Context: an optimization exercise on an open-source flow, tuned for small area. The choices shown serve that exercise and are no tape-out recipe.
In this exercise RTL edits were held to simulation tests only and were not proved equivalent to the original.
No activity file was given, so power comes from the tool's default toggle rates.

## run a
==> module flexpipe_top, before the edit <==
module flexpipe_top (
    input  logic                   clk,
    input  logic                   rst_n,
    input  logic                   dbg_mode,
    output logic [31:0]            dbg_cycle_count,
    input  logic [63:0]            s_axi_awaddr,
    input  logic                   s_axi_awvalid,
    output logic                   s_axi_awready,
    input  logic [31:0]            s_axi_wdata,
    input  logic [3:0]             s_axi_wstrb,
    input  logic                   s_axi_wvalid,
    output logic                   s_axi_wready,
    output logic [1:0]             s_axi_bresp,
    output logic                   s_axi_bvalid,
    input  logic                   s_axi_bready,
    input  logic                   core_idle,
    input  logic                   core_pipeline_drained,
    input  logic                   flip_ack,
    output logic                   request_flip,
    output logic [196:0]           active_config,
    output logic                   layer_start_pulse,
    input  logic [108:0]           core_mem_req,
    input  logic                   core_mem_req_valid,
    output logic                   core_mem_req_ready,
    output logic [267:0]           core_mem_resp,
    output logic                   core_mem_resp_valid,
    output logic [108:0]           mem_master_req,
    output logic                   mem_master_valid,
    input  logic                   mem_master_ready,
    input  logic [267:0]           mem_master_resp,
    input  logic                   mem_master_resp_valid
);
    logic [31:0] dbg_q;
    always @(posedge clk or negedge rst_n) begin
        if (!rst_n)        dbg_q <= 32'd0;
        else if (dbg_mode) dbg_q <= dbg_q + 32'd1;
    end
    assign dbg_cycle_count = dbg_q;
    logic        axi_w, axi_b;
    logic [1:0]  widx;
    logic        wr;
    assign wr = axi_w & s_axi_wvalid;
    always @(posedge clk or negedge rst_n) begin
        if (!rst_n) begin
            axi_w <= 1'b0;
            axi_b <= 1'b0;
            widx  <= 2'd0;
        end else begin
            axi_w <= axi_w ? ~s_axi_wvalid : (~axi_b & s_axi_awvalid);
            axi_b <= axi_b ? ~s_axi_bready : wr;
            if (wr) widx <= widx + 2'd1;
        end
    end
    assign s_axi_awready = ~(axi_w | axi_b);
    assign s_axi_wready  = axi_w;
    assign s_axi_bvalid  = axi_b;
    assign s_axi_bresp   = 2'b00;
    logic [31:0] sh_cc, sh_cb, sh_pw, sh_ds;
    always @(posedge clk) begin
        if (wr && widx == 2'd0) sh_cc <= s_axi_wdata;
        if (wr && widx == 2'd1) sh_cb <= s_axi_wdata;
        if (wr && widx == 2'd2) sh_pw <= s_axi_wdata;
        if (wr && widx == 2'd3) sh_ds <= s_axi_wdata;
    end
    logic        sh_valid, flip_req, start_pulse, act_valid;
    logic [3:0]  epoch;
    logic [31:0] act_cc, act_cb, act_pw, act_ds;
    logic        no_outstanding_active;
    logic        flip;
    assign flip = flip_req & flip_ack;
    always @(posedge clk or negedge rst_n) begin
        if (!rst_n) begin
            sh_valid    <= 1'b0;
            flip_req    <= 1'b0;
            start_pulse <= 1'b0;
            act_valid   <= 1'b0;
            epoch       <= 4'd0;
            act_cc      <= 32'd0;
            act_cb      <= 32'd0;
            act_pw      <= 32'd0;
            act_ds      <= 32'd0;
        end else begin
            sh_valid    <= ~flip & (sh_valid | (wr & widx == 2'd3));
            flip_req    <= flip_req ? ~flip_ack
                                    : (sh_valid & core_idle & core_pipeline_drained & no_outstanding_active);
            start_pulse <= flip;
            if (flip) begin
                act_valid <= 1'b1;
                epoch     <= epoch + 4'd1;
                act_cc    <= sh_cc;
                act_cb    <= sh_cb;
                act_pw    <= sh_pw;
                act_ds    <= sh_ds;
            end
        end
    end
    assign request_flip      = flip_req;
    assign layer_start_pulse = start_pulse;
    assign active_config     = {act_cc, act_cb, act_pw, act_ds, 64'd0, act_valid, epoch};
    logic [7:0] act_cnt;
    logic       core_dec;
    assign core_dec = mem_master_resp_valid & mem_master_resp[1] & ~mem_master_resp[11]
                    & (act_cnt != 8'd0);
    always @(posedge clk or negedge rst_n) begin
        if (!rst_n)                                         act_cnt <= 8'd0;
        else if (core_dec)                                  act_cnt <= act_cnt - 8'd1;
        else if (core_mem_req_valid && mem_master_ready)    act_cnt <= act_cnt + 8'd1;
    end
    assign no_outstanding_active = (act_cnt == 8'd0);
    logic s_pr, s_pw, s_dr, s_dw, s_done;
    logic idle, pf_valid, pf_grant, pf_resp, ep_ok, id_ok;
    logic ptr_hit, data_last, data_hit, more, abort;
    logic [3:0]  walk_epoch;
    logic [31:0] walk_cnt, walk_max;
    logic [63:0] data_addr;
    assign idle      = ~(s_pr | s_pw | s_dr | s_dw | s_done);
    assign pf_valid  = s_pr | s_dr;
    assign pf_grant  = pf_valid & ~core_mem_req_valid & mem_master_ready;
    assign pf_resp   = mem_master_resp_valid & mem_master_resp[11];
    assign ep_ok     = (mem_master_resp[5:2] == epoch);
    assign id_ok     = (mem_master_resp[10:6] == 5'd0);
    assign ptr_hit   = s_pw & pf_resp & ep_ok & id_ok;
    assign data_last = s_dw & pf_resp & ep_ok & mem_master_resp[1];
    assign data_hit  = data_last & id_ok;
    assign more      = (walk_cnt != walk_max);
    assign abort     = ~idle & start_pulse;
    assign walk_epoch = epoch - {3'd0, start_pulse};
    always @(posedge clk or negedge rst_n) begin
        if (!rst_n) begin
            s_pr   <= 1'b0;
            s_pw   <= 1'b0;
            s_dr   <= 1'b0;
            s_dw   <= 1'b0;
            s_done <= 1'b0;
        end else begin
            s_pr   <= ~abort & ((idle & sh_valid) | (s_pr & ~pf_grant) | (data_hit & more));
            s_pw   <= ~abort & ((s_pr & pf_grant) | (s_pw & ~ptr_hit));
            s_dr   <= ~abort & (ptr_hit | (s_dr & ~pf_grant));
            s_dw   <= ~abort & ((s_dr & pf_grant) | (s_dw & ~data_hit));
            s_done <= ~abort & ((data_hit & ~more) | (s_done & sh_valid));
        end
    end
    always @(posedge clk) begin
        if (idle) begin
            walk_cnt <= 32'd0;
            walk_max <= sh_pw;
        end else if (data_last && more) begin
            walk_cnt <= walk_cnt + 32'd1;
        end
    end
    always @(posedge clk) begin
        data_addr <= ({64{s_pw}} & mem_master_resp[75:12]) | ({64{s_dr}} & data_addr);
    end
    logic         sel_core, sel_pr, sel_dr;
    logic [108:0] core_part, pf_part;
    assign sel_core = core_mem_req_valid;
    assign sel_pr   = ~core_mem_req_valid & s_pr;
    assign sel_dr   = ~core_mem_req_valid & s_dr;
    assign core_part = {109{sel_core}} & {core_mem_req[108:13], 1'b0, core_mem_req[11:0]};
    assign pf_part   = {({64{sel_pr}} & {29'd0, walk_cnt, 3'd0}) | ({64{sel_dr}} & data_addr),
                        26'd0, sel_dr, 1'b0, sel_pr, 3'd0,
                        sel_pr | sel_dr, 5'd0,
                        {4{sel_pr | sel_dr}} & walk_epoch,
                        sel_dr, sel_pr,
                        1'b0};
    assign mem_master_valid   = core_mem_req_valid | pf_valid;
    assign mem_master_req     = core_part | pf_part;
    assign core_mem_req_ready = core_mem_req_valid & mem_master_ready;
    assign core_mem_resp       = mem_master_resp;
    assign core_mem_resp_valid = mem_master_resp_valid & ~mem_master_resp[11];
endmodule
export LEC_CHECK = 0
export CAP_MARGIN = 20
export CORE_AREA = 5 5 275 275
export CTS_BUF_LIST = sky130_fd_sc_hd__clkbuf_8
export CTS_CLUSTER_DIAMETER = 50
export CTS_CLUSTER_SIZE = 16
export DIE_AREA = 0 0 280 280
export SLEW_MARGIN = 20
create_clock -name core_clock -period 5.0 [get_ports {clk}]
standard.sh (not shown) runs the stock make flow with config.mk's settings and CLKGATE_MAP_FILE= SYNTH_SCRIPT=/design/flow/synth_recipe.tcl, a recipe that flattens the netlist after the stock synthesis.
==> flow/flow/run.sh <==
#!/bin/bash
# The standard ORFS layout with these changes:
#  - ABC maps the combinational logic with an area-oriented script
#    (flow/abc_area.script); the rest of the synthesis is the standard flow's own, so the
#    registers, their names and their cells are the standard synthesis's;
#  - the port buffers use the smallest buffer cell;
#  - pins may also sit on met4 on the top and bottom edges, so that the die
#    can be smaller;
#  - one tie cell drives all the constant outputs (no tie fanout repair).
# Each tool's output goes to make_finish.log here and to ORFS's per-step logs
# under orfs/logs/.
set -euo pipefail
here=$(pwd)

sed 's#log_cmd abc {\*}\$abc_args#log_cmd abc -script '"$here"'/flow/abc_area.script {*}[lrange $abc_args 2 end]#' \
    "$FLOW_HOME/scripts/synth.tcl" > synth_area.tcl
grep -q 'flow/abc_area.script' synth_area.tcl
sed 's#source \$::env(SCRIPTS_DIR)/synth.tcl#source '"$here"'/synth_area.tcl#' synth_recipe.tcl > synth_top.tcl
grep -q 'synth_area.tcl' synth_top.tcl
sed 's#SYNTH_SCRIPT=[^ ]*#SYNTH_SCRIPT='"$here"'/synth_top.tcl#' standard.sh > layout.sh
grep -q 'synth_top.tcl' layout.sh

export BUFFER_PORTS_ARGS="-buffer_cell sky130_fd_sc_hd__buf_1"
export IO_PLACER_V="met2 met4"
export SKIP_REPAIR_TIE_FANOUT=1
bash layout.sh > make_finish.log 2>&1
==> flow/flow/abc_area.script <==
strash
dch -f
amap -m -F 2 -A 8
For run b, these inputs were changed with respect to run a:
-- flow/design.v --
<<< run a, line 152
        data_addr <= ({64{s_pw}} & mem_master_resp[75:12]) | ({64{s_dr}} & data_addr);
    end
    logic         sel_core, sel_pr, sel_dr;
    logic [108:0] core_part, pf_part;
    assign sel_core = core_mem_req_valid;
    assign sel_pr   = ~core_mem_req_valid & s_pr;
    assign sel_dr   = ~core_mem_req_valid & s_dr;
    assign core_part = {109{sel_core}} & {core_mem_req[108:13], 1'b0, core_mem_req[11:0]};
    assign pf_part   = {({64{sel_pr}} & {29'd0, walk_cnt, 3'd0}) | ({64{sel_dr}} & data_addr),
                        26'd0, sel_dr, 1'b0, sel_pr, 3'd0,
                        sel_pr | sel_dr, 5'd0,
                        {4{sel_pr | sel_dr}} & walk_epoch,
                        sel_dr, sel_pr,
                        1'b0};
    assign mem_master_valid   = core_mem_req_valid | pf_valid;
    assign mem_master_req     = core_part | pf_part;
    assign core_mem_req_ready = core_mem_req_valid & mem_master_ready;
    assign core_mem_resp       = mem_master_resp;
>>> run b, line 152
        data_addr <= ({64{s_pw}} & mem_master_resp[75:12]) | ({64{s_dr}} & data_addr);
    end
    logic [108:0] pf_req;
    assign pf_req = {({64{s_pr}} & {29'd0, walk_cnt, 3'd0}) | ({64{s_dr}} & data_addr),
                     26'd0, s_dr, 1'b0, s_pr, 3'd0,
                     pf_valid, 5'd0,
                     {4{pf_valid}} & walk_epoch,
                     s_dr, s_pr,
                     1'b0};
    assign mem_master_valid   = core_mem_req_valid | pf_valid;
    assign mem_master_req     = core_mem_req_valid ? {core_mem_req[108:13], 1'b0, core_mem_req[11:0]}
                                                   : pf_req;
    assign core_mem_req_ready = core_mem_req_valid & mem_master_ready;
    assign core_mem_resp       = mem_master_resp;
- Run a reports its worst min-delay path category as reg2reg while run b reports in2async.
- Changes observed in run b relative to run a: core outline area barely changed, sequential share of layout area dropped 0.25 points, minimum clock period after layout down 7.5 ps, post-synthesis instance area has increased, slew at the pin with the worst max-slew slack climbed 9.6 ps.
- Final cell area: run b above run a
- Run a reports its launching element of the worst setup path as mem_master_resp[2] while run b reports core_mem_req_valid.
- Run b ended with less initial antenna violation count than run a.
- Number of non-clock buffers essentially unchanged between run a and run b.
- Run a vs run b, destination of the critical timing path: walk_cnt[28] vs mem_master_req[76]
- Flip-flop and latch count: run b vs run a — no meaningful difference
- Of run b and run a, it is run b that has the higher met3 capacity usage during global routing.
- When run b is measured against run a, its global-route usage turns out 1.4 points higher.
- Taking run b as 1.0, run a lands at 1.16 on power after layout.
- Taking run a as the reference point, the peak per-stage delay on the critical path of run b rises by 220 ps.

-- re-timing with driven ports --
Ports are ideal in the flow. The routed layouts listed here were re-timed in OpenROAD.
Step 1: set_driving_cell puts a clkbuf_16 on clk and a buf_2 on each other input, an assumption about the parent block.
Step 2 times the ports against the registers' clock, not the clock port: input delays grow and output delays shrink by t, the midpoint of the rising clock arrivals with the driver on.
Slacks: no drivers / after step 1 / after step 2; pairs: no drivers / after step 1.
run	shift t [ns]	setup slack, ns	worst register clock-pin slew, ns
run a	0.656	0.886 / 0.874 / 0.218	0.11 / 0.11
run b	0.662	0.893 / 0.873 / 0.317	0.11 / 0.11
After both steps setup and hold are still met in every run listed. For run a, which loses most, drivers alone change the setup slack by -0.012 ns; drivers and shift together by -0.668 ns.
